Context: an optimization exercise on an open-source flow, tuned for small area. The choices shown serve that exercise and are no tape-out recipe. Only simulation tests tie the RTL to the original design; equivalence was not proved. Power figures rest on the tool's default switching activity, not on a simulated workload.

==> inputs of 01-13 <==
==> flow/design.v <==
`timescale 1ns / 1ps
module Micro_Con_ROM(clk, rst, REF, POT, PWM, Ena_ADC);
input clk, rst;
input [17:0] REF, POT;
output reg [17:0] PWM;
output Ena_ADC;
localparam [17:0] HSTART = 18'd206621;    
reg [5:0]  s;       
reg [17:0] H;       
reg [17:0] A;
reg [15:0] Dr;
wire [17:0] D = {Dr, 2'b00};
wire idle = s[5];
wire x0, x1, sREF, sPOT, sA, sD, sK, neg, inc, ldP, ldA, ldD;
Ctrl ctrl (.s(s), .rst(rst), .x0(x0), .x1(x1), .sREF(sREF), .sPOT(sPOT), .sA(sA),
           .sD(sD), .sK(sK), .neg(neg), .inc(inc), .ldP(ldP), .ldA(ldA), .ldD(ldD));
wire [17:0] S;
wire [17:0] H2 = {H[16:0], 1'b0};
wire [18:0] c;
assign c[0] = neg | inc;
wire x2 = !x0 && !x1;
genvar gi;
generate for (gi = 0; gi < 18; gi = gi + 1) begin : dp
  wire xb, bb;
  XMux xm (.x1(x1), .x2(x2), .h(H[gi]), .h2(H2[gi]), .x(xb));
  BMux #(.KB(HSTART[gi]), .DB(gi >= 2)) bm (.sr(sREF), .r(REF[gi]), .sp(sPOT), .p(POT[gi]),
           .sa(sA), .a(A[gi]), .sd(sD), .d(D[gi]), .sk(sK), .neg(neg), .b(bb));
  FullAdd fa (.a(xb), .b(bb), .ci(c[gi]), .s(S[gi]), .co(c[gi+1]));
end endgenerate
wire cout = c[18];
wire [5:0] s_inc = {1'b0, s[4:0]} + 6'd1;
always @(posedge clk) begin
  s[4:0] <= (rst || (idle && cout)) ? 5'd0 : s_inc[4:0];
  s[5]   <= !rst && (idle ? !cout : s_inc[5]);
  H <= S;
  if (ldP) PWM <= S;
  if (ldA) A <= S;
  if (ldD) Dr <= S[17:2];
end
assign Ena_ADC = !(s >= 6'd1 && s <= 6'd13);
endmodule
module XMux(x1, x2, h, h2, x);
input x1, x2, h, h2;
output x;
assign x = (x1 & h) | (x2 & h2);
endmodule
module BMux(sr, r, sp, p, sa, a, sd, d, sk, neg, b);
parameter KB = 0;
parameter DB = 1;
input sr, r, sp, p, sa, a, sd, d, sk, neg;
output b;
wire m;
BSel #(.KB(KB), .DB(DB)) sel (.sr(sr), .r(r), .sp(sp), .p(p), .sa(sa), .a(a), .sd(sd), .d(d),
                              .sk(sk), .m(m));
BInv inv (.m(m), .neg(neg), .b(b));
endmodule
module BSel(sr, r, sp, p, sa, a, sd, d, sk, m);
parameter KB = 0;
parameter DB = 1;
input sr, r, sp, p, sa, a, sd, d, sk;
output m;
assign m = (sr & r) | (sp & p) | (sa & a) | (DB ? (sd & d) : 1'b0) | (KB ? sk : 1'b0);
endmodule
module BInv(m, neg, b);
input m, neg;
output b;
assign b = m ^ neg;
endmodule
module FullAdd(a, b, ci, s, co);
input a, b, ci;
output s, co;
assign s = a ^ b ^ ci;
assign co = (a & b) | (ci & (a ^ b));
endmodule
module Ctrl(s, rst, x0, x1, sREF, sPOT, sA, sD, sK, neg, inc, ldP, ldA, ldD);
input [5:0] s;
input rst;
output x0, x1, sREF, sPOT, sA, sD, sK, neg, inc, ldP, ldA, ldD;
wire [7:0] lo;       
wire [3:0] hi;       
CtrlPre pre (.s(s), .lo(lo), .hi(hi));
CtrlOut out (.lo(lo), .hi(hi), .idle(s[5]), .rst(rst), .x0(x0), .x1(x1), .sREF(sREF),
             .sPOT(sPOT), .sA(sA), .sD(sD), .sK(sK), .neg(neg), .inc(inc),
             .ldP(ldP), .ldA(ldA), .ldD(ldD));
endmodule
module CtrlPre(s, lo, hi);
input [5:0] s;
output [7:0] lo;
output [3:0] hi;
assign lo = 8'd1 << s[2:0];
assign hi = s[5] ? 4'd0 : (4'd1 << s[4:3]);
endmodule
module CtrlOut(lo, hi, idle, rst, x0, x1, sREF, sPOT, sA, sD, sK, neg, inc, ldP, ldA, ldD);
input [7:0] lo;
input [3:0] hi;
input idle, rst;
output x0, x1, sREF, sPOT, sA, sD, sK, neg, inc, ldP, ldA, ldD;
function st; input [4:0] v; st = hi[v[4:3]] & lo[v[2:0]]; endfunction
assign x0   = st(0) | st(1) | st(13) | st(24) | st(31);              
assign x1   = st(10) | st(12) | st(23) | idle;                       
assign sREF = st(6) | st(9);
assign sPOT = st(1) | st(3) | st(5) | st(10) | st(13);
assign sA   = st(11) | st(23);
assign sD   = st(12) | st(18) | st(19) | st(20) | st(21) | st(22)
            | st(24) | st(26) | st(28) | st(30);
assign sK   = st(31);
assign neg  = st(1) | st(9) | st(24) | st(26);
assign inc  = idle;
assign ldP  = st(11) | rst;
assign ldA  = st(12) | st(23) | rst;
assign ldD  = st(15) | st(30) | rst;
endmodule
==> flow/flow/run.sh <==
#!/bin/bash
# The standard layout (standard synthesis), with buf_1 port buffers and a
# clock tree of clkbuf_8 without dummy loads. make's output goes to standard.log.
set -uo pipefail
bash standard.sh \
  "BUFFER_PORTS_ARGS=-buffer_cell sky130_fd_sc_hd__buf_1" \
  "CTS_ARGS=-sink_clustering_enable -repair_clock_nets -dont_use_dummy_load -buf_list sky130_fd_sc_hd__clkbuf_8 -root_buf sky130_fd_sc_hd__clkbuf_8" \
  finish > standard.log 2>&1
rc=$?
tail -5 standard.log
exit $rc
==> flow/standard.sh <==
#!/bin/bash
# synth_recipe.tcl (not shown) runs the flow's synth.tcl, then flattens the netlist and writes it again
# the make line also repeats each setting of config.mk as NAME=value (left out here)
make -C /OpenROAD-flow-scripts/flow DESIGN_CONFIG=/design/flow/config.mk WORK_HOME=/design/flow/orfs CLKGATE_MAP_FILE= SYNTH_SCRIPT=/design/flow/synth_recipe.tcl "${@:-finish}"
==> flow/config.mk <==
export PLATFORM = sky130hd
export DESIGN_NAME = Micro_Con_ROM
export DESIGN_NICKNAME = Micro_Con_ROM
export VERILOG_FILES = /design/flow/design.v
export SDC_FILE = /design/flow/constraint.sdc
export NUM_CORES = 4
export LEC_CHECK = 0
export CAP_MARGIN = 20
export CORE_MARGIN = 2
export CORE_UTILIZATION = 40
export SLEW_MARGIN = 20
export SYNTH_HIERARCHICAL = 1
==> flow/constraint.sdc <==
create_clock -name core_clock -period 15.0 [get_ports {clk}]
set_input_delay 3.0000 -clock core_clock [delete_from_list [all_inputs] [get_ports {clk}]]
set_output_delay 3.0000 -clock core_clock [all_outputs]
set_load 0.01 [all_outputs]
==> inputs of 10-20, as changes to 01-13 <==
==> flow/design.v (replaced) <==
`timescale 1ns / 1ps
module Micro_Con_ROM(clk, rst, REF, POT, PWM, Ena_ADC);
input clk, rst;
input [17:0] REF, POT;
output reg [17:0] PWM;
output Ena_ADC;
localparam [17:0] HSTART = 18'd206623;    
reg [5:0]  s;       
reg [17:0] H;       
reg [17:0] A;
reg [15:0] Dr;
wire [17:0] D = {Dr, 2'b00};
wire idle = s[5] & s[1];
wire neg;
function st; input [5:0] v; st = (s == v); endfunction
wire nr   = !rst;
wire x0   = st(1) | st(13) | st(16) | st(25) | st(33) | rst;      
wire x1   = st(10) | st(12) | st(24) | st(32) | idle;             
wire sREF = nr & (st(7) | st(8) | st(9));                        
wire sPp  = nr & (st(3) | st(5) | st(10));                       
wire sPn  = nr & (st(1) | st(13));                               
wire sA   = nr & (st(11) | st(24));                              
wire sDn  = nr & (st(12) | st(16) | st(19) | st(20) | st(21) | st(22) | st(23)
                  | st(25) | st(28) | st(30) | st(31));           
wire sK   = nr & st(33);
assign neg = sPn | sDn;
wire inc  = nr & idle;
wire ldP  = st(11) | rst;
wire ldA  = st(12) | st(24) | rst;
wire ldD  = st(15) | st(32) | rst;
wire [17:0] S;
wire [18:0] c;
assign c[0] = neg | inc;
wire [17:0] H2 = {H[16:0], 1'b0};
wire [17:0] Kv = HSTART;
genvar gi;
generate for (gi = 0; gi < 18; gi = gi + 1) begin : dp
  DpBit u (.x1(x1), .x2(!x0 && !x1), .h(H[gi]), .h2(H2[gi]),
           .sr(sREF), .r(REF[gi]), .sp(sPp | sPn), .p(POT[gi]), .sa(sA), .a(A[gi]),
           .sd(sDn), .d(D[gi]), .k(sK & Kv[gi]), .neg(neg),
           .ci(c[gi]), .s(S[gi]), .co(c[gi+1]));
end endgenerate
wire cout = c[18];
always @(posedge clk) begin
  if (rst) s <= 6'd0;
  else if (!idle) s <= s + 6'd1;
  else if (cout) s <= 6'd0;
  H <= S;
  if (ldP) PWM <= S;
  if (ldA) A <= S;
  if (ldD) Dr <= S[17:2];
end
assign Ena_ADC = !(s >= 6'd1 && s <= 6'd13);
endmodule
module DpBit(x1, x2, h, h2, sr, r, sp, p, sa, a, sd, d, k, neg, ci, s, co);
input x1, x2, h, h2, sr, r, sp, p, sa, a, sd, d, k, neg, ci;
output s, co;
wire x = (x1 & h) | (x2 & h2);
wire b = ((sr & r) | (sp & p) | (sa & a) | (sd & d) | k) ^ neg;
assign s = x ^ b ^ ci;
assign co = (x & b) | (ci & (x ^ b));
endmodule
--- a/flow/config.mk
+++ b/flow/config.mk
@@ -10,3 +10,2 @@
 export CORE_UTILIZATION = 40
 export SLEW_MARGIN = 20
-export SYNTH_HIERARCHICAL = 1
==> inputs of 08-07, as changes to 01-13 <==
==> flow/design.v (replaced) <==
`timescale 1ns / 1ps
module Micro_Con_ROM(clk, rst, REF, POT, PWM, Ena_ADC);
input clk, rst;
input [17:0] REF, POT;
output reg [17:0] PWM;
output Ena_ADC;
localparam [17:0] HSTART = 18'd206621;    
reg [5:0]  s;       
reg [17:0] H;       
reg [17:0] A;
reg [15:0] Dr;
wire [17:0] D = {Dr, 2'b00};
wire idle = s[5];
wire x0, x1, sREF, sPOT, sA, sD, sK, neg, inc, ldP, ldA, ldD;
Ctrl ctrl (.s(s), .rst(rst), .x0(x0), .x1(x1), .sREF(sREF), .sPOT(sPOT), .sA(sA),
           .sD(sD), .sK(sK), .neg(neg), .inc(inc), .ldP(ldP), .ldA(ldA), .ldD(ldD));
wire [17:0] S;
wire [18:0] cn;            
assign cn[0] = !(neg | inc);
wire [17:0] H2 = {H[16:0], 1'b0};
genvar gi;
generate for (gi = 0; gi < 18; gi = gi + 1) begin : dp
  DpBit #(.KB(HSTART[gi]), .DB(gi >= 2)) u (.x1(x1), .x2(!x0 && !x1), .h(H[gi]), .h2(H2[gi]),
           .sr(sREF), .r(REF[gi]), .sp(sPOT), .p(POT[gi]), .sa(sA), .a(A[gi]),
           .sd(sD), .d(D[gi]), .sk(sK), .neg(neg),
           .cin(cn[gi]), .s(S[gi]), .con(cn[gi+1]));
end endgenerate
wire cout = !cn[18];
always @(posedge clk) begin
  if (rst) s <= 6'd0;
  else if (!idle) s <= s + 6'd1;
  else if (cout) s <= 6'd0;
  H <= S;
  if (ldP) PWM <= S;
  if (ldA) A <= S;
  if (ldD) Dr <= S[17:2];
end
assign Ena_ADC = !(s >= 6'd1 && s <= 6'd13);
endmodule
module DpBit(x1, x2, h, h2, sr, r, sp, p, sa, a, sd, d, sk, neg, cin, s, con);
parameter KB = 0;
parameter DB = 1;
input x1, x2, h, h2, sr, r, sp, p, sa, a, sd, d, sk, neg, cin;
output s, con;
wire ci = !cin;
wire x = (x1 & h) | (x2 & h2);
wire m = (sr & r) | (sp & p) | (sa & a) | (DB ? (sd & d) : 1'b0) | (KB ? sk : 1'b0);
wire b = m ^ neg;
assign s = x ^ b ^ ci;
assign con = !((x & b) | (ci & (x ^ b)));
endmodule
module Ctrl(s, rst, x0, x1, sREF, sPOT, sA, sD, sK, neg, inc, ldP, ldA, ldD);
input [5:0] s;
input rst;
output x0, x1, sREF, sPOT, sA, sD, sK, neg, inc, ldP, ldA, ldD;
function st; input [5:0] v; st = (s == v); endfunction
wire idle = s[5];
wire nr   = !rst;
assign x0   = st(1) | st(13) | st(24) | st(31) | rst;              
assign x1   = st(10) | st(12) | st(23) | idle;                     
assign sREF = nr & (st(6) | st(9));
assign sPOT = nr & (st(1) | st(3) | st(5) | st(10) | st(13));
assign sA   = nr & (st(11) | st(23));
assign sD   = nr & (st(12) | st(18) | st(19) | st(20) | st(21) | st(22)
                    | st(24) | st(26) | st(28) | st(30));
assign sK   = nr & st(31);
assign neg  = nr & (st(1) | st(9) | st(24) | st(26));
assign inc  = nr & idle;
assign ldP  = st(11) | rst;
assign ldA  = st(12) | st(23) | rst;
assign ldD  = st(15) | st(30) | rst;
endmodule
--- a/flow/flow/run.sh
+++ b/flow/flow/run.sh
@@ -6,4 +6,5 @@
   "BUFFER_PORTS_ARGS=-buffer_cell sky130_fd_sc_hd__buf_1" \
   "CTS_ARGS=-sink_clustering_enable -repair_clock_nets -dont_use_dummy_load -buf_list sky130_fd_sc_hd__clkbuf_8 -root_buf sky130_fd_sc_hd__clkbuf_8" \
+  RECOVER_POWER=100 \
   finish > standard.log 2>&1
 rc=$?
==> comparison <==
08-07 finished with capacitance limit, slew limit left. 10-20 completed with no timing, DRC or antenna violations. 01-13 went through all stages and came out clean. The lowest worst hold slack belongs to 10-20, the highest to 08-07. Against 10-20, the die area of 01-13 is smaller by about 10%. Between 01-13 and 08-07, the lower clock power is in 01-13 (gap about 5%, measured against 08-07). Count of clock-buffer cells in the layout is the same in 08-07 and 01-13. First-iteration DRC count: 08-07 > 10-20 > 01-13.

## re-timing with driven ports
The results above use ideal ports. As a check the final layouts listed here were re-extracted and re-timed, cells and wires unchanged.
Step 1: set_driving_cell puts a clkbuf_16 on clk and a buf_2 on each other input, an assumption about the parent block.
Step 2 adds t to the input delays and takes it off the output delays; t is the mean of the earliest and latest rising clock arrival at the registers after step 1. Input paths then give back, and output paths get back, about the clock's delay inside the block.
Three values: ideal, step 1, step 2; two values: the first two.
| run | shift t [ns] | slack for setup (ns) | hold slack, ns | worst setup path after step 2 | worst register clock-pin slew, ns |
|---|---|---|---|---|---|
| 01-13 | 0.357 | 4.305 / 4.315 / 3.958 | 0.613 / 0.613 / 0.613 | input to register | 0.08 / 0.08 |
| 10-20 | 0.368 | 3.192 / 3.194 / 2.825 | 0.603 / 0.603 / 0.603 | input to register | 0.08 / 0.08 |
| 08-07 | 0.375 | 1.176 / 1.187 / 0.812 | 0.750 / 0.750 / 0.750 | input to register | 0.09 / 0.09 |
For 10-20, which loses most, drivers alone change the setup slack by +0.002 ns; drivers and shift together by -0.367 ns.
